Context: an optimization exercise on an open-source flow, tuned for small area, a short achievable clock period and few clock cycles per item. The choices shown serve that exercise and are no tape-out recipe. The RTL was checked by simulation tests, not by an equivalence proof against the original design. Power figures rest on the tool's default switching activity, not on a simulated workload.

==> design/flow/design.v <==
module carry_save_adder(
   input [31:0] X,
   input [31:0] Y,
   input [31:0] Z,
   output [31:0] VS,
   output [31:0] VC
);
assign VS = X ^ Y ^ Z;
assign VC = {((X[30:0] & Y[30:0]) | ((X[30:0] ^ Y[30:0]) & Z[30:0])),1'b0};
endmodule
module rom(clk, K, RD, addr, iv_control, control, opt_en);
input clk;
input RD;
input [5:0] addr;
input opt_en;
input iv_control;
input [1:0] control; 
output reg [31:0] K;
wire [31:0] k_opt;
assign k_opt = (iv_control && control == 2'b00 && opt_en) ? 32'hc19bf3f4 : 32'hc19bf174;   
always @(posedge clk) begin
	if (RD) begin
		case (addr)
		    6'd0    : K <= 32'h428a2f98; 
		    6'd1    : K <= 32'h71374491; 
		    6'd2    : K <= 32'hb5c0fbcf; 
		    6'd3    : K <= 32'he9b5dba5; 
		    6'd4    : K <= 32'h3956c25b; 
		    6'd5    : K <= 32'h59f111f1; 
		    6'd6    : K <= 32'h923f82a4; 
		    6'd7    : K <= 32'hab1c5ed5; 
		    6'd8    : K <= 32'hd807aa98; 
		    6'd9    : K <= 32'h12835b01; 
		    6'd10   : K <= 32'h243185be;
		    6'd11   : K <= 32'h550c7dc3;
		    6'd12   : K <= 32'h72be5d74;
		    6'd13   : K <= 32'h80deb1fe;
		    6'd14   : K <= 32'h9bdc06a7;
		    6'd15   : K <= k_opt;
		    6'd16   : K <= 32'he49b69c1;
		    6'd17   : K <= 32'hefbe4786;
		    6'd18   : K <= 32'h0fc19dc6;
		    6'd19   : K <= 32'h240ca1cc;
		    6'd20   : K <= 32'h2de92c6f;
		    6'd21   : K <= 32'h4a7484aa;
		    6'd22   : K <= 32'h5cb0a9dc;
		    6'd23   : K <= 32'h76f988da;
		    6'd24   : K <= 32'h983e5152;
		    6'd25   : K <= 32'ha831c66d;
		    6'd26   : K <= 32'hb00327c8;
		    6'd27   : K <= 32'hbf597fc7;
		    6'd28   : K <= 32'hc6e00bf3;
		    6'd29   : K <= 32'hd5a79147;
		    6'd30   : K <= 32'h06ca6351;
		    6'd31   : K <= 32'h14292967;
		    6'd32   : K <= 32'h27b70a85;
		    6'd33   : K <= 32'h2e1b2138;
		    6'd34   : K <= 32'h4d2c6dfc;
		    6'd35   : K <= 32'h53380d13;
		    6'd36   : K <= 32'h650a7354;
		    6'd37   : K <= 32'h766a0abb;
		    6'd38   : K <= 32'h81c2c92e;
		    6'd39   : K <= 32'h92722c85;
		    6'd40   : K <= 32'ha2bfe8a1;
		    6'd41   : K <= 32'ha81a664b;
		    6'd42   : K <= 32'hc24b8b70;
		    6'd43   : K <= 32'hc76c51a3;
		    6'd44   : K <= 32'hd192e819;
		    6'd45   : K <= 32'hd6990624;
		    6'd46   : K <= 32'hf40e3585;
		    6'd47   : K <= 32'h106aa070;
		    6'd48   : K <= 32'h19a4c116;
		    6'd49   : K <= 32'h1e376c08;
		    6'd50   : K <= 32'h2748774c;
		    6'd51   : K <= 32'h34b0bcb5;
		    6'd52   : K <= 32'h391c0cb3;
		    6'd53   : K <= 32'h4ed8aa4a;
		    6'd54   : K <= 32'h5b9cca4f;
		    6'd55   : K <= 32'h682e6ff3;
		    6'd56   : K <= 32'h748f82ee;
		    6'd57   : K <= 32'h78a5636f;
		    6'd58   : K <= 32'h84c87814;
		    6'd59   : K <= 32'h8cc70208;
		    6'd60   : K <= 32'h90befffa;
		    6'd61   : K <= 32'ha4506ceb;
		    6'd62   : K <= 32'hbef9a3f7;
		    6'd63   : K <= 32'hc67178f2;
		    default : K <= 32'h00000000;
	    	endcase
    	end
end
endmodule
`timescale 1ns / 1ps
module current_target(
    input clk,
    input rst,
    input [31:0] target32,
    output reg [255:0] target256
    );
    reg [7:0] exponent;
    reg [23:0] mantissa;
    always @(posedge clk)begin
        if(rst)begin
            exponent <= 1;
            mantissa <= 1;
        end
        else if((target32 > 0) && (exponent == 1))begin
            exponent <= target32[31:24] - 2'h03;
            mantissa <= target32[23:0];    
        end
    end
    always @(posedge clk)begin
        if(rst)
            target256 <= 1;
        else if((target32 > 0) && (exponent > 1) && (target256 == 1))begin
            target256 <= {target256[255:24],mantissa[23:0]};
        end    
        else if((target32 > 0) && (exponent > 1) && (target256 == mantissa))begin
            target256 <= target256 << (exponent*8);
        end
    end
endmodule
module sha256_core(
	input clk,	
	input rst,
	input EN,	
    input init,
    input [6:0] i,
    input iv_control,
    input [1:0] control,
    input [1:0] compare_control,
    input [31:0] nonce,
	input [31:0] idata,
	input [31:0] iv0,
	input [31:0] iv1,
	input [31:0] iv2,
	input [31:0] iv3,
	input [31:0] iv4,
	input [31:0] iv5,
	input [31:0] iv6,
	input [31:0] iv7,
	output [31:0] Hash0,
	output [31:0] Hash1,
	output [31:0] Hash2,
	output [31:0] Hash3,
	output [31:0] Hash4,
	output [31:0] Hash5,
	output [31:0] Hash6,
	output [31:0] Hash7,
	output reg [31:0] a,
	output reg [31:0] e,
	output reg out,
    output busy
);
reg [31:0] Hash0_r;
reg [31:0] Hash1_r;
reg [31:0] Hash2_r;
reg [31:0] Hash3_r;
reg [31:0] Hash4_r;
reg [31:0] Hash5_r;
reg [31:0] Hash6_r;
reg [31:0] Hash7_r;
reg busy_r;	
reg [31:0]  b,c, f,g,r7,r8,r9,r10;
wire [31:0] ch,sig0,sig1,maj,wire2,wire3,wire4,wire_in;
wire [31:0] vs1,vc1,vc2,vs2,vc3,vs3,vs4,vc4,plus;
reg [31:0] w0,w1,w2,w3,w4,w5,w6,w7,w8,w9,w10_r,w11_r,w12_r,w13_r,w14 ;
reg [31:0] w16,w15;
wire [31:0] wt,vc_w1,vs_w1,sig_w0,sig_w1,vs_w2,vc_w2,w_in1,w_in2,k_in; 
reg [31:0] w10,w11,w12 ;
reg [7:0]round;	
reg opt_en;
reg [31:0] k; 
wire [31:0] k_delay;
wire [5:0] addr;
wire rd;
wire [2:0] constant;
assign constant = (rst) ? 3'b000 : (iv_control && (control == 2'b00)) ? 3'b101 : 3'b001;
rom rom(.clk(clk), .K(k_delay), .RD(rd), .addr(addr), .opt_en(opt_en), .control(control), .iv_control(iv_control));     
carry_save_adder CSA1(.X(r7), .Y(maj), .Z(sig0), .VS(vs1), .VC(vc1));
carry_save_adder CSA2(.X(r10), .Y(sig1), .Z(ch), .VS(vs2), .VC(vc2));
carry_save_adder CSA3(.X(k_in), .Y(wt), .Z(wire_in), .VS(vs3), .VC(vc3));
carry_save_adder CSA4(.X(r8), .Y(ch), .Z(sig1), .VS(vs4), .VC(vc4));
carry_save_adder CSA_w1(.X(w_in1), .Y(w_in2), .Z(sig_w0), .VS(vs_w1), .VC(vc_w1));
carry_save_adder CSA_w2(.X(vs_w1), .Y(vc_w1), .Z(sig_w1), .VS(vs_w2), .VC(vc_w2));
assign rd = (init || EN) ? 1'b1 : 1'b0;     
assign addr = (iv_control && control == 2'b00 && (init || round > 'd63))? constant : (((iv_control && ~opt_en) || ~iv_control) && init || (round > 'd63)) ? constant - 1 : (iv_control && (control == 2'b00) && opt_en) ? round[5:0] + 'd2 : round[5:0] + 'd1;
always @(posedge clk)begin
    if(rst)
        opt_en <= 0;
    else if(iv_control && (control == 2'b00) && constant == 3'b101 && round == 67)
        opt_en <= 1;
end
assign k_in = (iv_control && control == 2'b00 && opt_en && round < 15) ? k : k_delay;
assign wire_in = (iv_control && control == 2'b00 && opt_en && round >= 15) ? f : wire4;
assign w_in1 = (iv_control && control == 2'b00 && opt_en && round < 27) ? w1 : w0;
assign w_in2 = (iv_control && control == 2'b00 && opt_en && round < 18) ? w10_r : w9;
always @(posedge clk)begin
    if(rst)
        k <= 32'h00000000;
    else if(init && iv_control && control == 2'b00)
        k <= 32'hb956c25b;
    else if(iv_control && control == 2'b00 && rd)
        k <= k_delay; 
end
always @(posedge clk)begin
    if(rst)
        w10 <= 32'h00000000;
    else if(i==34)
        w10 <= idata;
end
always @(posedge clk)begin
    if(rst)
        w11 <= 32'h00000000;
    else if(i==36)
        w11 <= idata;
end
always @(posedge clk)begin
    if(rst)
        w12 <= 32'h00000000;
    else if(i==38)
        w12 <= idata;
end
always @(posedge clk)begin
	if (rst) round <= 0;
   else begin
      if (init) round <= constant - 1;
      else if (EN) begin
         if(out) round <= 0;   
         else if (round < 'd67) round <= round + 1;
         else if (round == 'd67) round <= 0;
         else round <= round;
      end
   	else round <= round;
   end
end
always @(posedge clk)begin
    if(rst) out <= 0;
    else if(round == 'd66) out <= 1;
    else out <= 0; 
end
assign busy = (iv_control && control == 2'b00 && opt_en && EN && ((round >= 'd14) && (round <= 'd65)))? 1: (((iv_control && ~opt_en) || ~iv_control) && EN && ((round >= 'd15) && (round <= 'd66))) ? 1 : 0;                                  
assign Hash0 = Hash0_r;
assign Hash1 = Hash1_r;
assign Hash2 = Hash2_r;
assign Hash3 = Hash3_r;
assign Hash4 = Hash4_r;
assign Hash5 = Hash5_r;
assign Hash6 = Hash6_r;
assign Hash7 = Hash7_r; 
always @(posedge clk)begin
	if (rst) Hash0_r <= 0;
   else begin
      if (init) Hash0_r <= iv0; 
      else if(iv_control && (control == 2'b00) && (i==57)) Hash0_r <= iv0;
      else if(iv_control && (control == 2'b00) && opt_en && round == 66) Hash0_r <= a + Hash0_r; 
      else if(((iv_control && ~opt_en) || ~iv_control) && round == 67) Hash0_r <= a + Hash0_r;
      else Hash0_r <= Hash0_r;
   end
end
always @(posedge clk)begin
	if (rst) Hash1_r <= 0;
   else begin
      if (init) Hash1_r <= iv1; 
      else if(iv_control && (control == 2'b00) && (i==57)) Hash1_r <= iv1;
      else if(iv_control && (control == 2'b00) && opt_en && round == 65) Hash1_r <= a + Hash1_r;
      else if(((iv_control && ~opt_en) || ~iv_control) && round == 66) Hash1_r <= a + Hash1_r;
      else Hash1_r <= Hash1_r;
   end
end
always @(posedge clk)begin
	if (rst) Hash2_r <= 0;
   else begin
      if (init) Hash2_r <= iv2; 
      else if(iv_control && (control == 2'b00) && (i==57)) Hash2_r <= iv2;
      else if(iv_control && (control == 2'b00) && opt_en && round == 64) Hash2_r <= a + Hash2_r;
      else if(((iv_control && ~opt_en) || ~iv_control) && round == 65) Hash2_r <= a + Hash2_r;
      else Hash2_r <= Hash2_r;
   end
end
always @(posedge clk)begin
	if (rst) Hash3_r <= 0;
   else begin
      if (init) Hash3_r <= iv3; 
      else if(iv_control && (control == 2'b00) && (i==57)) Hash3_r <= iv3; 
      else if(iv_control && (control == 2'b00) && opt_en && round == 63) Hash3_r <= a + Hash3_r;
      else if(((iv_control && ~opt_en) || ~iv_control) && round == 64) Hash3_r <= a + Hash3_r;
      else Hash3_r <= Hash3_r;
   end
end
always @(posedge clk)begin
	if (rst) Hash4_r <= 0;
   else begin
      if (init) Hash4_r <= iv4; 
      else if(iv_control && (control == 2'b00) && (i==57)) Hash4_r <= iv4;
      else if(iv_control && (control == 2'b00) && opt_en && round == 65) Hash4_r <= e + Hash4_r;
      else if(((iv_control && ~opt_en) || ~iv_control) && round == 66) Hash4_r <= e + Hash4_r;
      else Hash4_r <= Hash4_r;
   end
end
always @(posedge clk)begin
	if (rst) Hash5_r <= 0;
   else begin
      if (init) Hash5_r <= iv5; 
      else if(iv_control && (control == 2'b00) && (i==57)) Hash5_r <= iv5;
      else if(iv_control && (control == 2'b00) && opt_en && round == 64) Hash5_r <= e + Hash5_r;
      else if(((iv_control && ~opt_en) || ~iv_control) && round == 65) Hash5_r <= e + Hash5_r;
      else Hash5_r <= Hash5_r;
   end
end
always @(posedge clk)begin
	if (rst) Hash6_r <= 0;
   else begin
      if (init) Hash6_r <= iv6; 
      else if(iv_control && (control == 2'b00) && (i==57)) Hash6_r <= iv6;
      else if(iv_control && (control == 2'b00) && opt_en && round == 63) Hash6_r <= e + Hash6_r;
      else if(((iv_control && ~opt_en) || ~iv_control) && round == 64) Hash6_r <= e + Hash6_r;
      else Hash6_r <= Hash6_r;
   end
end
always @(posedge clk)begin
	if (rst) Hash7_r <= 0;
   else begin
      if (init) Hash7_r <= iv7; 
      else if(iv_control && (control == 2'b00) && (i==57)) Hash7_r <= iv7;
      else if(iv_control && (control == 2'b00) && opt_en && round == 62) Hash7_r <= e + Hash7_r;
      else if(((iv_control && ~opt_en) || ~iv_control) && round == 63) Hash7_r <= e + Hash7_r;
      else Hash7_r <= Hash7_r;
   end
end
assign plus = (iv_control && control == 2'b00 && opt_en && round <= 15) ? wire2 + k + wire4 : wire2 + r9;
assign maj = (a & b) ^ (a & c) ^ (b & c);
assign ch = (e & f) ^ (~e & g);
assign sig0 = {a[1:0],a[31:2]} ^ {a[12:0],a[31:13]} ^ {a[21:0],a[31:22]};
assign sig1 = {e[5:0],e[31:6]} ^ {e[10:0],e[31:11]} ^ {e[24:0],e[31:25]};
assign wire4 = (round == constant - 1)? Hash7 : (iv_control && control == 2'b00 && opt_en) ? g : f;
assign wire3 = (iv_control && control == 2'b00 && opt_en && round == constant-1) ? Hash5 : (((iv_control && ~opt_en) || ~iv_control) && round == constant) ? Hash5 : e;
assign wire2 = (iv_control && control == 2'b00 && opt_en && round == constant-1) ? Hash3 : (((iv_control && ~opt_en) || ~iv_control) && round == constant) ? Hash3 : b;
always @(posedge clk) begin
	if(rst) a <= 0;
    else if (EN) begin
      if(iv_control && control == 2'b00 && opt_en)begin
        if(round == constant) a <= Hash0;
        else if (round <= 67) a <= vs1 + vc1;
        else a <= a;
      end
      else begin
        if (round == constant + 1) a <= Hash0;
        else if (round <= 67) a <= vs1 + vc1;
        else a <= a;
      end
    end
    else a <= a;
end
always @(posedge clk) begin
	if (rst) b <= 0; 
    else if (EN) begin
        if(iv_control && control == 2'b00 && opt_en)begin
           if (round == constant - 1) b <= Hash2; 
           else if (round == constant) b <= Hash1;
           else if (round <= 67) b <= a;
           else b <= b;
	    end
	    else begin 
           if (round == constant) b <= Hash2; 
           else if (round == constant + 1) b <= Hash1;
           else if (round <= 67) b <= a;
           else b <= b;
        end
    end
    else b <= b;
end
always @(posedge clk) begin
	if (rst) c <= 0;
   else if (EN) begin
      if (round <= 67) c <= b;
	   else c <= c;
   end
   else c <= c;
end
always @(posedge clk) begin
	if (rst) e <= 0;
    else if (EN) begin
	   if(iv_control && control == 2'b00 && opt_en)begin
           if (round == constant - 1) e <= Hash4;
           else if (round <= 67) e <= vs2 + vc2;
           else e <= e;
	   end
	   else begin
           if (round == constant) e <= Hash4;
           else if (round <= 67) e <= vs2 + vc2;
           else e <= e;
       end
    end
    else e <= e;
end
always @(posedge clk) begin
	if (rst) f <= 0;
    else if (EN) begin
      if(iv_control && control == 2'b00 && opt_en)begin
          if (round <= 67) f <= wire3;
          else f <= f;
      end
      else begin
          if (round == constant - 1) f <= Hash6;
          else if (round <= 67) f <= wire3;
          else f <= f;
      end
    end
    else if (iv_control && control == 2'b00 && opt_en && round == constant - 1) f <= Hash6;
    else f <= f;
end
always @(posedge clk) begin
	if (rst) g <= 0;
   else if (EN) begin
      if (round <= 67) g <= f;
      else g <= g;
   end
   else g <= g;
end
always @(posedge clk) begin
	if (rst) r7 <= 0;
   else if (EN) begin
      if (round <= 67) r7 <= vs4 + vc4;
	   else r7 <= r7;
   end
   else r7 <= r7;
end
always @(posedge clk) begin
	if (rst) r8 <= 0;
    else if (EN) begin
       if(iv_control && control == 2'b00 && opt_en)begin
           if (round <= 15) r8 <= k + wire4;
           else if(round >= 16) r8 <= r9;
           else r8 <= r8;
       end
       else begin 
           if (round <= 67) r8 <= r9;
           else r8 <= r8;
       end
    end
    else r8 <= r8;
end
always @(posedge clk) begin
	if (rst) r9 <= 0;
   else if (EN) begin
      if (round <= 67) r9 <= vs3 + vc3;
      else r9 <= r9;
   end
   else r9 <= r9;
end
always @(posedge clk) begin
	if (rst) r10 <= 0;
   else if (EN) begin
      if (round <= 67) r10 <= plus;
      else r10 <= r10;
   end
   else r10 <= r10;
end
always @(posedge clk) begin
	if (rst) w0 <= 0;
   else begin
      if (init) w0 <= 0;
      else if (EN) w0 <= w1;
      else w0 <= w0;
   end
end
always @(posedge clk) begin
	if (rst) w1 <= 0;
   else begin
      if (init) w1 <= 0;
      else if (EN) w1 <= w2;
      else w1 <= w1;
   end
end
always @(posedge clk) begin
	if (rst) w2 <= 0;
   else begin
      if (init) w2 <= 0;
      else if (EN) w2 <= w3;
      else w2 <= w2;
   end
end
always @(posedge clk) begin
	if (rst) w3 <= 0;
   else begin
      if (init) w3 <= 0;
      else if (EN) w3 <= w4;
      else w3 <= w3;
   end
end
always @(posedge clk) begin
	if (rst) w4 <= 0;
   else begin
      if (init) w4 <= 0;
      else if (EN) w4 <= w5;
      else w4 <= w4;
   end
end
always @(posedge clk) begin
	if (rst) w5 <= 0;
   else begin
      if (init) w5 <= 0;
      else if (EN) w5 <= w6;
      else w5 <= w5;
   end
end
always @(posedge clk) begin
	if (rst) w6 <= 0;
   else begin
      if (init) w6 <= 0;
      else if (EN) w6 <= w7;
      else w6 <= w6;
   end
end
always @(posedge clk) begin
	if (rst) w7 <= 0;
   else begin
      if (init) w7 <= 0;
	   else if (EN) w7 <= w8;
	   else w7 <= w7;
   end
end
always @(posedge clk) begin
   if (rst) w8 <= 0;
   else begin
      if (init) w8 <= 0;
      else if (EN) w8 <= w9;
      else w8 <= w8;
   end
end
always @(posedge clk) begin
   if (rst) w9 <= 0;
   else begin
      if (init) w9 <= 0;
      else if (EN) w9 <= w10_r;
      else w9 <= w9;
   end
end
always @(posedge clk) begin
   if (rst) w10_r <= 0;
   else begin
      if (init)begin 
        if(iv_control && (control == 2'b00))
            w10_r <= w10;
        else 
            w10_r <= 0;
      end
      else if (EN) w10_r <= w11_r;
      else w10_r <= w10_r;
   end
end
always @(posedge clk) begin
   if (rst) w11_r <= 0;
   else begin
      if (init)begin 
        if(iv_control && (control == 2'b00))
            w11_r <= w11;
        else 
            w11_r <= 0;
      end
      else if (EN) w11_r <= w12_r;
      else w11_r <= w11_r;
   end
end
always @(posedge clk) begin
   if (rst) w12_r <= 0;
   else begin
      if (init)begin 
        if(iv_control && (control == 2'b00))
            w12_r <= w12;
        else 
            w12_r <= 0;
      end
      else if (EN) w12_r <= w13_r;
      else w12_r <= w12_r;
   end
end
always @(posedge clk) begin
   if (rst) w13_r <= 0;
   else begin
      if (init)begin 
        if(iv_control && (control == 2'b00))
            w13_r <= nonce;
        else 
            w13_r <= 0;
      end
      else if (EN) w13_r <= wt;
      else w13_r <= w13_r;
   end
end
always @(posedge clk) begin
   if (rst) w14 <= 0;
   else begin
      if (init) w14 <= 0;
      else if (EN) w14 <= w15 + w16;
      else w14 <= w14;
   end
end
always @(posedge clk) begin
   if (rst) w15 <= 0;
   else begin
      if (init) w15 <= 0;
      else if (EN) w15 <= vs_w2; 
      else w15 <= w15;
   end
end
always @(posedge clk) begin
   if (rst) w16 <= 0;
   else begin
      if (init) w16 <= 0;
      else if (EN) w16 <= vc_w2; 
      else w16 <= w16; 
   end
end
assign sig_w0 = (iv_control && control == 2'b00 && opt_en && round < 26) ? {w2[6:0],w2[31:7]} ^ {w2[17:0],w2[31:18]} ^ {3'b000,w2[31:3]} : {w1[6:0],w1[31:7]} ^ {w1[17:0],w1[31:18]} ^ {3'b000,w1[31:3]};
assign sig_w1 = {wt[16:0],wt[31:17]} ^ {wt[18:0],wt[31:19]} ^ {10'b00_0000_0000,wt[31:10]};
assign wt = (iv_control && control == 2'b00 && opt_en && round <= 13) ? idata : (iv_control && control == 2'b00 && opt_en && round == 14) ? 32'h00000280 : (((iv_control && ~opt_en) || ~iv_control) && round <= 15) ? idata : w14;
endmodule
module sha256_interface(
	input clk,           
	input rst,  
	input load, 
	input init,
	input iv_control,
	input [1:0] control,
	input [31:0] Hash_end0, 
    input [31:0] Hash_end1,
    input [31:0] Hash_end2, 
    input [31:0] Hash_end3,
    input [31:0] Hash_end4,
    input [31:0] Hash_end5, 
    input [31:0] Hash_end6, 
    input [31:0] Hash_end7,
	output EN,
	output reg [6:0] i,
    input busy, 
    output [31:0] nonce,
    output [31:0] nonce_cur,
    input [31:0] nonce_start,
    input [607:0] header,
    output [31:0] idata32 
);  
reg [2:0] state;
reg [2:0] next_state;
reg [15:0] idata;
reg [4:0] Dnum;
reg [31:0] nonce_r;
reg [6:0] counter;
reg load_delay;
reg [2:0] id;
wire [4:0] constant;
assign constant = (rst) ? 5'b00000 : (iv_control && (control == 2'b00)) ? 5'b10110 : 5'b00000;
    assign EN = ((state == 3'b010) && (~Dnum[0]))? 1'b1 : 1'b0; 
    always @(posedge clk)
    begin
        if(rst) load_delay<=0;
        else load_delay <= load;
    end
    always @(posedge clk)
        begin
            if(rst) counter<=0;
            else if(counter == 95 - constant) counter<=0;
            else if(load_delay) counter<=counter + 1;
        end
    always @(posedge clk)
        begin
            if(rst) id<=0;
            else if(i == 'd32) id <= 1;
            else if(i == 'd64) id <= 2;
            else if((id == 2) && (i==96)) id <= 1;
        end
    always @(posedge clk)
        begin
            if(rst) i<=0;
            else if(init)begin 
                if(iv_control && (control == 2'b00))
                    i<= id*32 + 9;
                else    
                    i<= id*32 + 1;
            end
            else if(counter % 3 == 1) i<= i + 1;
            else if((i == 32) || (i == 64) || (i == 96)) i<=0;
        end
    always @(posedge clk)
    begin
        if(rst) nonce_r <= nonce_start;
        else if((id == 2) && (i == 96)) nonce_r <= nonce_r + 1;
    end
    assign nonce_cur = nonce_r;
    assign nonce = {nonce_r[7:0],nonce_r[15:8],nonce_r[23:16],nonce_r[31:24]};
    always @(posedge clk)
        begin
            case(i)
               7'b0000001: idata <= header[607:592];  
               7'b0000010: idata <= header[591:576];
               7'b0000011: idata <= header[575:560];
               7'b0000100: idata <= header[559:544];
               7'b0000101: idata <= header[543:528];
               7'b0000110: idata <= header[527:512];
               7'b0000111: idata <= header[511:496];
               7'b0001000: idata <= header[495:480];
               7'b0001001: idata <= header[479:464];
               7'b0001010: idata <= header[463:448];
               7'b0001011: idata <= header[447:432];
               7'b0001100: idata <= header[431:416];
               7'b0001101: idata <= header[415:400];
               7'b0001110: idata <= header[399:384];
               7'b0001111: idata <= header[383:368];
               7'b0010000: idata <= header[367:352];
               7'b0010001: idata <= header[351:336];
               7'b0010010: idata <= header[335:320];
               7'b0010011: idata <= header[319:304]; 
               7'b0010100: idata <= header[303:288];
               7'b0010101: idata <= header[287:272];
               7'b0010110: idata <= header[271:256];
               7'b0010111: idata <= header[255:240];
               7'b0011000: idata <= header[239:224];
               7'b0011001: idata <= header[223:208];
               7'b0011010: idata <= header[207:192];
               7'b0011011: idata <= header[191:176];
               7'b0011100: idata <= header[175:160];
               7'b0011101: idata <= header[159:144];
               7'b0011110: idata <= header[143:128];
               7'b0011111: idata <= header[127:112];
               7'b0100000: idata <= header[111:96];
               7'b0100001: idata <= header[95:80];
               7'b0100010: idata <= header[79:64];
               7'b0100011: idata <= header[63:48];
               7'b0100100: idata <= header[47:32];
               7'b0100101: idata <= header[31:16];
               7'b0100110: idata <= header[15:0];
               7'b0100111: idata <= nonce[31:16];
               7'b0101000: idata <= nonce[15:0];
               7'b0101001: idata <= 16'h8000;
               7'b0101010: idata <= 16'h0000;
               7'b0101011: idata <= 16'h0000;
               7'b0101100: idata <= 16'h0000;
               7'b0101101: idata <= 16'h0000;
               7'b0101110: idata <= 16'h0000;
               7'b0101111: idata <= 16'h0000;
               7'b0110000: idata <= 16'h0000;
               7'b0110001: idata <= 16'h0000;
               7'b0110010: idata <= 16'h0000;
               7'b0110011: idata <= 16'h0000;
               7'b0110100: idata <= 16'h0000;
               7'b0110101: idata <= 16'h0000;
               7'b0110110: idata <= 16'h0000;
               7'b0110111: idata <= 16'h0000;
               7'b0111000: idata <= 16'h0000;
               7'b0111001: idata <= 16'h0000;
               7'b0111010: idata <= 16'h0000;
               7'b0111011: idata <= 16'h0000;
               7'b0111100: idata <= 16'h0000;
               7'b0111101: idata <= 16'h0000;
               7'b0111110: idata <= 16'h0000;
               7'b0111111: idata <= 16'h0000;
               7'b1000000: idata <= 16'h0280;
               7'b1000001: idata <= Hash_end0[31:16];
               7'b1000010: idata <= Hash_end0[15:0];
               7'b1000011: idata <= Hash_end1[31:16];
               7'b1000100: idata <= Hash_end1[15:0];
               7'b1000101: idata <= Hash_end2[31:16];
               7'b1000110: idata <= Hash_end2[15:0];
               7'b1000111: idata <= Hash_end3[31:16];
               7'b1001000: idata <= Hash_end3[15:0];
               7'b1001001: idata <= Hash_end4[31:16];
               7'b1001010: idata <= Hash_end4[15:0];
               7'b1001011: idata <= Hash_end5[31:16];
               7'b1001100: idata <= Hash_end5[15:0];
               7'b1001101: idata <= Hash_end6[31:16];
               7'b1001110: idata <= Hash_end6[15:0];
               7'b1001111: idata <= Hash_end7[31:16];
               7'b1010000: idata <= Hash_end7[15:0];
               7'b1010001: idata <= 16'h8000;
               7'b1010010: idata <= 16'h0000;
               7'b1010011: idata <= 16'h0000;
               7'b1010100: idata <= 16'h0000;
               7'b1010101: idata <= 16'h0000;
               7'b1010110: idata <= 16'h0000;
               7'b1010111: idata <= 16'h0000;
               7'b1011000: idata <= 16'h0000;
               7'b1011001: idata <= 16'h0000;
               7'b1011010: idata <= 16'h0000;
               7'b1011011: idata <= 16'h0000;
               7'b1011100: idata <= 16'h0000;
               7'b1011101: idata <= 16'h0000;
               7'b1011110: idata <= 16'h0000;
               7'b1011111: idata <= 16'h0000;
               7'b1100000: idata <= 16'h0100;
            endcase
         end
reg [31:0] idata_r; 
always @(posedge clk) begin
   if (rst) Dnum <= 5'd0;                              
   else if ((state == 3'b001) || (state == 3'b100)) Dnum <= Dnum + 1;  
   else if (Dnum == 'd32) Dnum <= 5'd0;
	else Dnum <= Dnum;
end
assign idata32 = idata_r;
always @(posedge clk) begin
	if (rst) idata_r <= 32'h00000000;
	else if (state == 3'b001) idata_r <= {idata_r[15:0],idata};
	else idata_r <= idata_r;
end
always @(posedge clk)begin
	if (rst) state <= 3'b000;
   else state <= next_state;
end
always @(load or state or busy) begin   
   case (state)
      3'b000      : begin                         
         if (load) next_state <= 3'b001;               
         else next_state <= 3'b000;
      end
      3'b001  : next_state <= 3'b010;             
      3'b010  : begin                            
         if (~busy) next_state <= 3'b000;        
         else next_state <= 3'b010;
      end         
      3'b100  : next_state <= 3'b000;
      default: next_state <= 3'b000;
   endcase
end
endmodule
module sha256(
   input clk,
   input rst,
   input init_start,
   input [607:0] header,
   input [31:0] nonce_start,
   output found,
   output reg [31:0] nonce_out,
   output [255:0] hash_out
);   
wire [31:0] iv0;
wire [31:0] iv1;
wire [31:0] iv2;
wire [31:0] iv3;
wire [31:0] iv4;
wire [31:0] iv5;
wire [31:0] iv6;
wire [31:0] iv7;
reg [31:0] iv0_opt;
reg [31:0] iv1_opt;
reg [31:0] iv2_opt;
reg [31:0] iv3_opt;
reg [31:0] iv4_opt;
reg [31:0] iv5_opt;
reg [31:0] iv6_opt;
reg [31:0] iv7_opt;
reg [31:0] iv0_start;
reg [31:0] iv1_start;
reg [31:0] iv2_start;
reg [31:0] iv3_start;
reg [31:0] iv4_start;
reg [31:0] iv5_start;
reg [31:0] iv6_start;
reg [31:0] iv7_start;
reg [31:0] iv0_r;
reg [31:0] iv1_r;
reg [31:0] iv2_r;
reg [31:0] iv3_r;
reg [31:0] iv4_r;
reg [31:0] iv5_r;
reg [31:0] iv6_r;
reg [31:0] iv7_r;
wire [31:0] Hash0;
wire [31:0] Hash1;
wire [31:0] Hash2;
wire [31:0] Hash3;
wire [31:0] Hash4;
wire [31:0] Hash5;
wire [31:0] Hash6;
wire [31:0] Hash7;
reg [31:0] Hash0_in;
reg [31:0] Hash1_in;
reg [31:0] Hash2_in;
reg [31:0] Hash3_in;
reg [31:0] Hash4_in;
reg [31:0] Hash5_in;
reg [31:0] Hash6_in;
reg [31:0] Hash7_in;
wire out;
reg out_delay;
reg out_delay2;
wire busy;
wire EN;
wire [31:0] a,e;
wire [6:0] i;
wire [255:0] difficulty;
reg [31:0] compact;
reg [255:0] compare_hash;
reg [1:0] compare_control;
reg stop;
wire [31:0] idata32;
reg [1:0] control;
reg iv_control;
reg load;
reg [6:0] counter;
reg [1:0] input_control;
wire [31:0] nonce;
wire [31:0] nonce_cur;
wire [31:0] nonce_next;
wire [31:0] w3_delta;
assign nonce_next = nonce_cur + 1;
assign w3_delta = {nonce_next[7:0],nonce_next[15:8],nonce_next[23:16],nonce_next[31:24]} - {nonce_cur[7:0],nonce_cur[15:8],nonce_cur[23:16],nonce_cur[31:24]};
wire init;
reg init_delay;
wire [4:0] constant;
assign constant = (rst) ? 5'b00000 : (iv_control && (control == 2'b00)) ? 5'b10110 : 5'b00000;
assign found = stop;
assign hash_out = compare_hash;
    always @(posedge clk)begin
        if(rst)
            out_delay <= 0;
        else
            out_delay <= out;
        end
    always @(posedge clk)begin
        if(rst)
            out_delay2 <= 0;
        else
            out_delay2 <= out_delay;
        end
    always @(posedge clk)begin
        if(rst)
            control <= 2'b01;
        else if(out && (control > 2'b00))
            control <= 2'b10;
        else if((counter == 95) && iv_control)
            control <= 2'b00;
    end
    always @(posedge clk)begin
        if(rst)
            iv_control <= 0;
        else if(out_delay)
            iv_control <= ~iv_control;    
        end
    always @(posedge clk)begin
        init_delay <= init_start;
    end
    assign init = init_delay && (init_delay ^ init_start);
    always @(posedge clk)begin
        if(rst)begin
            iv0_r <= 32'h00000000;
            iv1_r <= 32'h00000000;
            iv2_r <= 32'h00000000;
            iv3_r <= 32'h00000000;
            iv4_r <= 32'h00000000;
            iv5_r <= 32'h00000000;
            iv6_r <= 32'h00000000;
            iv7_r <= 32'h00000000;
         end
         else if(out_delay && (control == 2'b10))begin
            iv0_r <= Hash0;
            iv1_r <= Hash1;
            iv2_r <= Hash2;
            iv3_r <= Hash3;
            iv4_r <= Hash4;
            iv5_r <= Hash5;
            iv6_r <= Hash6;
            iv7_r <= Hash7;
         end   
         else if(out_delay && (control == 2'b00))begin
            iv0_r <= iv0_opt;
            iv1_r <= iv1_opt;
            iv2_r <= iv2_opt;
            iv3_r <= iv3_opt;
            iv4_r <= iv4_opt;
            iv5_r <= iv5_opt;
            iv6_r <= iv6_opt;
            iv7_r <= iv7_opt;
         end
         else if((control == 2'b00) && (i==56))begin
            iv0_r <= iv0_start;
            iv1_r <= iv1_start;
            iv2_r <= iv2_start;
            iv3_r <= iv3_start;
            iv4_r <= iv4_start;
            iv5_r <= iv5_start;
            iv6_r <= iv6_start;
            iv7_r <= iv7_start;
         end 
    end
    assign iv0 = (init) ? 32'h6a09e667 : (iv_control) ? iv0_r : 32'h6a09e667;
    assign iv1 = (init) ? 32'hbb67ae85 : (iv_control) ? iv1_r : 32'hbb67ae85;
    assign iv2 = (init) ? 32'h3c6ef372 : (iv_control) ? iv2_r : 32'h3c6ef372;
    assign iv3 = (init) ? 32'ha54ff53a : (iv_control) ? iv3_r : 32'ha54ff53a;
    assign iv4 = (init) ? 32'h510e527f : (iv_control) ? iv4_r : 32'h510e527f;
    assign iv5 = (init) ? 32'h9b05688c : (iv_control) ? iv5_r : 32'h9b05688c;
    assign iv6 = (init) ? 32'h1f83d9ab : (iv_control) ? iv6_r : 32'h1f83d9ab;
    assign iv7 = (init) ? 32'h5be0cd19 : (iv_control) ? iv7_r : 32'h5be0cd19;
    always @(posedge clk)begin
        if(rst)
            counter <= 0;
        else if(counter == 95 - constant)
            counter <= 0;    
        else if(init || out_delay2 || (counter > 0))
            counter <= counter + 1;     
    end 
    always @(posedge clk)begin
        if(rst)
            load <= 0;
        else if(init || out_delay2)
            load <= 1;
        else if(counter == 95 - constant)
            load <= 0;    
    end
    always @(posedge clk)begin
        if(rst)
            input_control <= 0;
        else if(out)
            input_control <= input_control + 1;
        else if(input_control == 2)
            input_control <= 0;
    end
    always @(posedge clk)begin
        if(input_control == 2)begin
            Hash0_in <= Hash0;
            Hash1_in <= Hash1;
            Hash2_in <= Hash2;
            Hash3_in <= Hash3;
            Hash4_in <= Hash4;
            Hash5_in <= Hash5;
            Hash6_in <= Hash6;
            Hash7_in <= Hash7;
        end
    end
    always @(posedge clk)begin
        if(rst)
            iv0_opt <= 32'h00000000;
        else if(iv_control && control == 2'b10 && i==47)
            iv0_opt <= a + w3_delta;
        else if(iv_control && control == 2'b00 && i==46)
            iv0_opt <= a + w3_delta;
    end
    always @(posedge clk)begin
        if(rst)
            iv1_opt <= 32'h00000000;
        else if((i==45) && (control == 2'b10))
            iv1_opt <= a;
    end
    always @(posedge clk)begin
        if(rst)
            iv2_opt <= 32'h00000000;
        else if((i==43) && (control == 2'b10))
            iv2_opt <= a;
    end
    always @(posedge clk)begin
        if(rst)
            iv3_opt <= 32'h00000000;
        else if((i==41) && (control == 2'b10))
            iv3_opt <= a;
    end
    always @(posedge clk)begin
        if(rst)
            iv4_opt <= 32'h00000000;
        else if(iv_control && control == 2'b10 && i==45)
            iv4_opt <= e + w3_delta;
        else if(iv_control && control == 2'b00 && i==44)
            iv4_opt <= e + w3_delta;
    end
    always @(posedge clk)begin
        if(rst)
            iv5_opt <= 32'h00000000;
        else if((i==43) && (control == 2'b10))
            iv5_opt <= e;
    end
    always @(posedge clk)begin
        if(rst)
            iv6_opt <= 32'h00000000;
        else if((i==41) && (control == 2'b10))
            iv6_opt <= e;
    end
    always @(posedge clk)begin
        if(rst)
            iv7_opt <= 32'h00000000;
        else if((i==39) && (control == 2'b10))
            iv7_opt <= e;
    end
    always @(posedge clk)begin
        if(rst)
            iv0_start <= 32'h00000000;
        else if(out_delay && (control == 2'b10))
            iv0_start <= Hash0;
    end
    always @(posedge clk)begin
        if(rst)
            iv1_start <= 32'h00000000;
        else if(out_delay && (control == 2'b10))
            iv1_start <= Hash1;
    end
    always @(posedge clk)begin
        if(rst)
            iv2_start <= 32'h00000000;
        else if(out_delay && (control == 2'b10))
            iv2_start <= Hash2;
    end
    always @(posedge clk)begin
        if(rst)
            iv3_start <= 32'h00000000;
        else if(out_delay && (control == 2'b10))
            iv3_start <= Hash3;
    end
    always @(posedge clk)begin
        if(rst)
            iv4_start <= 32'h00000000;
        else if(out_delay && (control == 2'b10))
            iv4_start <= Hash4;
    end
    always @(posedge clk)begin
        if(rst)
            iv5_start <= 32'h00000000;
        else if(out_delay && (control == 2'b10))
            iv5_start <= Hash5;
    end
    always @(posedge clk)begin
        if(rst)
            iv6_start <= 32'h00000000;
        else if(out_delay && (control == 2'b10))
            iv6_start <= Hash6;
    end
    always @(posedge clk)begin
        if(rst)
            iv7_start <= 32'h00000000;
        else if(out_delay && (control == 2'b10))
            iv7_start <= Hash7;
    end
always @(posedge clk)begin
    if(rst)
        compact <= 0;
    else if(i==39)
        compact <= {idata32[7:0],idata32[15:8],idata32[23:16],idata32[31:24]};    
end
always @(posedge clk)begin
    if(rst)
        compare_control <= 0;
    else if(out)
        compare_control <= compare_control + 1;
    else if((compare_control == 3))
        compare_control <= 1;
end
always @(posedge clk)begin
    if(rst)
        compare_hash <= 256'hffffffffffffffffffffffffffffffffffffffffffffffffffffffffffffffff;
    else if((control == 2'b00) && (compare_control == 2'b11))
        compare_hash <= {Hash7[7:0],Hash7[15:8],Hash7[23:16],Hash7[31:24],Hash6[7:0],Hash6[15:8],Hash6[23:16],Hash6[31:24],Hash5[7:0],Hash5[15:8],Hash5[23:16],Hash5[31:24],Hash4[7:0],Hash4[15:8],Hash4[23:16],Hash4[31:24],
        Hash3[7:0],Hash3[15:8],Hash3[23:16],Hash3[31:24],Hash2[7:0],Hash2[15:8],Hash2[23:16],Hash2[31:24],Hash1[7:0],Hash1[15:8],Hash1[23:16],Hash1[31:24],Hash0[7:0],Hash0[15:8],Hash0[23:16],Hash0[31:24]};
end
always @(posedge clk)begin
    if(rst)
        stop <= 0;
    else if((control == 2'b00) && (compare_control == 2'b01) && (compare_hash < difficulty))
        stop <= 1;
end
always @(posedge clk)begin
    if(rst)
        nonce_out <= 0;
    else if(~stop && (control == 2'b00) && (compare_control == 2'b01) && (compare_hash < difficulty))
        nonce_out <= nonce_cur - 1;
end
current_target current_target(
    .clk(clk),
    .rst(rst),
    .target32(compact),
    .target256(difficulty)
);
sha256_interface sha256_interface(
   .clk(clk),
   .rst(rst),
   .load(load), 
   .busy(busy),
   .init(init || out_delay2),
   .iv_control(iv_control),
   .control(control),
   .EN(EN),
   .Hash_end0(Hash0_in),
   .Hash_end1(Hash1_in),
   .Hash_end2(Hash2_in),
   .Hash_end3(Hash3_in),
   .Hash_end4(Hash4_in),
   .Hash_end5(Hash5_in),
   .Hash_end6(Hash6_in),
   .Hash_end7(Hash7_in),
   .i(i),
   .nonce(nonce),
   .nonce_cur(nonce_cur),
   .nonce_start(nonce_start),
   .header(header),
   .idata32(idata32)
);
sha256_core sha256_core(
   .clk(clk), 
   .rst(rst || stop),
   .busy(busy), 
   .EN(EN),
   .init(init || out_delay2),
   .i(i),
   .nonce(nonce),
   .iv_control(iv_control),
   .control(control),
   .compare_control(compare_control),
   .iv0(iv0),
   .iv1(iv1),
   .iv2(iv2),
   .iv3(iv3),
   .iv4(iv4),
   .iv5(iv5),
   .iv6(iv6),
   .iv7(iv7),
   .Hash0(Hash0),
   .Hash1(Hash1), 
   .Hash2(Hash2), 
   .Hash3(Hash3),
   .Hash4(Hash4), 
   .Hash5(Hash5), 
   .Hash6(Hash6), 
   .Hash7(Hash7),
   .a(a),
   .e(e),
   .out(out),
   .idata(idata32) 
);
endmodule
==> design/flow/run.sh <==
#!/bin/bash
# synth_recipe.tcl (not shown) runs the flow's synth.tcl, then flattens the netlist and writes it again
# the make line also repeats each setting of config.mk as NAME=value (left out here)
make -C /OpenROAD-flow-scripts/flow DESIGN_CONFIG=/design/flow/config.mk WORK_HOME=/design/flow/orfs CLKGATE_MAP_FILE= SYNTH_SCRIPT=/design/flow/synth_recipe.tcl finish
==> design/flow/config.mk <==
export PLATFORM = sky130hd
export DESIGN_NAME = sha256
export DESIGN_NICKNAME = sha256
export VERILOG_FILES = /design/flow/design.v
export SDC_FILE = /design/flow/constraint.sdc
export NUM_CORES = 8
export LEC_CHECK = 0
export CAP_MARGIN = 20
export CORE_MARGIN = 2
export CORE_UTILIZATION = 25
export PLACE_DENSITY = 0.35
export SLEW_MARGIN = 20
==> design/flow/constraint.sdc <==
create_clock -name core_clock -period 10.0 [get_ports {clk}]
set_input_delay 2.0000 -clock core_clock [delete_from_list [all_inputs] [get_ports {clk}]]
set_output_delay 2.0000 -clock core_clock [all_outputs]
set_load 0.01 [all_outputs]
==> run summary <==
-- layer usage --
metal	track usage, %	vias to the layer above
met3	5.88	2192
met2	53.2	9403
met5	0	-
met1	44.7	95500
met4	24.9	62
li1	-	81900
-- synthesized netlist by cell type, types with 187 or more instances --
cell / count / area share, %
nand2_1: 4259 / 8.8
a21oi_1: 2839 / 7.8
dfxtp_1: 2704 / 30
nor2_1: 1995 / 4.1
clkbuf_1: 1530 / 3.2
o21ai_0: 1129 / 3.1
inv_1: 883 / 1.8
ha_1: 862 / 6.0
xnor2_1: 628 / 3.0
mux2i_1: 525 / 2.9
a211oi_1: 498 / 2.1
nand3_1: 467 / 1.3
edfxtp_1: 336 / 5.6
a21o_1: 315 / 1.3
nor3_1: 311 / 0.86
xor2_1: 289 / 1.4
a22oi_1: 280 / 1.2
nand3b_1: 272 / 1.1
fa_1: 234 / 2.6
nand4_1: 205 / 0.71
a31oi_1: 188 / 0.65
a221oi_1: 187 / 0.90
-- critical path, delay by kind of cell (launching register included) --
| family | cells | cell delay [ns] |
|---|---|---|
| AOI/OAI and AO/OA | 14 | 3.81 |
| xor gates and xnor gates | 2 | 0.30 |
| adders and majority gates | 3 | 0.93 |
| DFF | 1 | 0.50 |
| and+or+nand+nor | 12 | 3.03 |
-- report_power, final --
| part | switching (mW) | internal, mW |
|---|---|---|
| Clock | 6.60 | 9.07 |
| Sequential | 0.359 | 12.5 |
| Combinational | 2.58 | 1.11 |
| Total | 9.53 | 22.6 |
-- path summary, 6_finish.rpt --
kind / startpoint / slack, ns / endpoint / cells after the start
worst min-delay path: sha256_core.w8[15] / 0.44 / sha256_core.w7[15] / 2
worst max register to register: sha256_interface.nonce_r[1] / 1.32 / iv0_opt[28] / 31
worst max-delay path: sha256_interface.nonce_r[1] / 1.32 / iv0_opt[28] / 31
worst min register to register: sha256_core.w8[15] / 0.44 / sha256_core.w7[15] / 2
-- kinds of logic (layout without fill, tap and decap cells) --
| logic type | Yosys count | after routing | share of synthesized area, % |
|---|---|---|---|
| DFF | 3040 | 3040 | 35.4 |
| buffers and inverters | 2591 | 3309 | 5.38 |
| muxes | 768 | 768 | 5.27 |
| other | 0 | 259 | 0 |
| adders and majority gates | 1126 | 1126 | 8.70 |
| xor gates and xnor gates | 917 | 917 | 4.43 |
| and+or+nand+nor | 8259 | 8259 | 19.6 |
| AOI/OAI and AO/OA | 6349 | 6349 | 21.2 |
-- final cells by class --
class,instances,area share (%)
antenna,259,0.298
clock buffer,594,5.44
clock inverter,155,0.926
inverter,890,1.54
multi-input combinational,17400,49.8
sequential,3040,29.5
tap,9577,5.50
timing repair buffer,1670,7.03
==> impl_metrics.csv <==
group,metric,value,unit
yosys,netlist-cell-type-count,96,
placement,dpl.cell_count,32600,
drt,wl_met2,582000,µm
sta,layout_setup_ws,1.32,ns
cells_and_area,reg_top3,"compare_hash: 256 flops, current_target.target256: 256 flops",
clock_network,clock-sinks,3040,
clock_network,root_buffer,"clkbuf_16",
sta,skew,0.152,ns
cells_and_area,final_nets,25200,
setup_path,worst_setup_path_start_kind,"flip-flop",
clock_network,cts_resized,0,
global_routing,grt_pass1_vias,173000,
drt,met1_length,547000,µm
drt,dr_wl_met3,97600,µm
cells_and_area,final_common_cell,"nand2_1",
floorplan,die_height,856,µm
yosys,ys_warn_count,5,
clock_network,htreeDepth,5,
sta,maxSlewViolCount,0,
sta,setup_viol,0,
placement,dp_hpwl,1010000,µm
placement,dpl_worst_slack,0.525,ns
placement,io_buffers,931,
setup_path,cp_slowest_cell,"a2111oi_0",
yosys,synth_seq_cells,3040,
drt,avgRoutedWirePerCell,39.7,µm
yosys,yosys_most_used_dff,"dfxtp_1",
cells_and_area,final_cells,33600,
setup_path,crit_arrival,9.68,ns
floorplan,fp.dieW,856,µm
yosys,synth_edf_count,336,
clock_network,clk_latency,1.13,ns
clock_network,cts_setup_buffers,0,
yosys,synth_nets,24800,
job,drv_cap,0,
sta,rsz0062_at_grt,"false",
setup_path,end_kind,"flip-flop",
setup_path,path_class,"flip-flop to flip-flop",
drt,routed.top_layer,"met5",
placement,place.gp.congestion,0.991,
cells_and_area,ff_latch_area,64300,µm²
sta,period_minus_slack,8.68,ns
sta,whs,0.444,ns
clock_network,cts_tree,"yes",
floorplan,num_rows,312,
global_routing,grt_start_max_net_pins,201,
cells_and_area,fin_util,30.2,%
yosys,synthArstFlopShare,0,%
cells_and_area,layout_common_cells,"nand2_1 (4245), a21oi_1 (2832), dfxtp_1 (2679)",
yosys,syn-cell-area,181000,µm²
setup_path,worst-path-max-fanout,7,
clock_network,cts_hold_buf,0,
yosys,syn_inst,23100,
drt,drt-total-wl,1330000,µm
sta,hold_viol_final,0,
pwr,powerDensity,148,nW/µm²
drt,drt_pre_antenna_iters,7,
cells_and_area,multi_input_area,108000,µm²
clock_network,clk_pin_slew,0.06,ns
pwr,leakagePower,79.5,nW
worst_hold_path,hp-class,"flip-flop to flip-flop",
clock_network,cts.path.max_buffers,4,
cells_and_area,fill_cells,78100,
drt,post_drt_via_cell_ratio,5.62,
global_routing,grt_overflow,0,
global_routing,grt_pass1_wl,1720000,µm
clock_network,cts_buffers,400,
yosys,synth_area_per_cell,7.86,µm²
drt,first_iter_violations,24300,
setup_path,cp.required,11.01,ns
pwr,total_power,32.2,mW
floorplan,dieArea,732000,µm²
floorplan,core-area,722000,µm²
drt,antenna_left,0,
global_routing,grt_usage,34.9,%
cells_and_area,drive_above_1_share,8.02,%
setup_path,critPathMaxStageDelay,0.68,ns
drt,drc_errors,0,
floorplan,ioPinCount,932,
cells_and_area,area_growth,20.1,%
run_status,outcome,"timing/DRC/antenna clean",
pwr,peakVddDrop,0.160,mV
floorplan,initial_utilization,25.1,%
placement,dpl_cell_area,203000,µm²
sta,slew_headroom,6.67,%
yosys,ys_seq_area_share,35.4,%
cells_and_area,fin_area,218000,µm²
sta,fmax,115,MHz
sta,max_slew.worst_pin.slew,1.40,ns
sta,min_period_over_period,86.8,%
global_routing,antenna_found_initial,348,
sta,finalSetupTns,0,ns
drt,route.vias.total,189000,
Testbench counts, summed over its fixed seeds: cycles 1,689,701, nonces 6,203.

## separate check: timing with driven ports
How much do the figures lean on ideal ports? The routed layout below was timed once more, with nothing changed but the port constraints. Step 1 (the two cells are an assumption about what drives the block):
set clk [get_ports {clk}]
set_driving_cell -lib_cell sky130_fd_sc_hd__clkbuf_16 $clk
set_driving_cell -lib_cell sky130_fd_sc_hd__buf_2 [delete_from_list [all_inputs] $clk]
Step 2 times the ports against the registers' clock, not the clock port: input delays grow and output delays shrink by t, the midpoint of the rising clock arrivals with the driver on. a / b / c = ideal / step 1 / step 2; a / b = the first two.
shift t [ns]: 1.200
setup WS [ns]: 1.324 / 1.324 / 0.563
latest minus earliest clock arrival (ns): 0.153 / 0.153
After both steps setup and hold are still met in this run. The setup slack of this run moves by 0.000 ns with the drivers and by -0.761 ns with both steps.
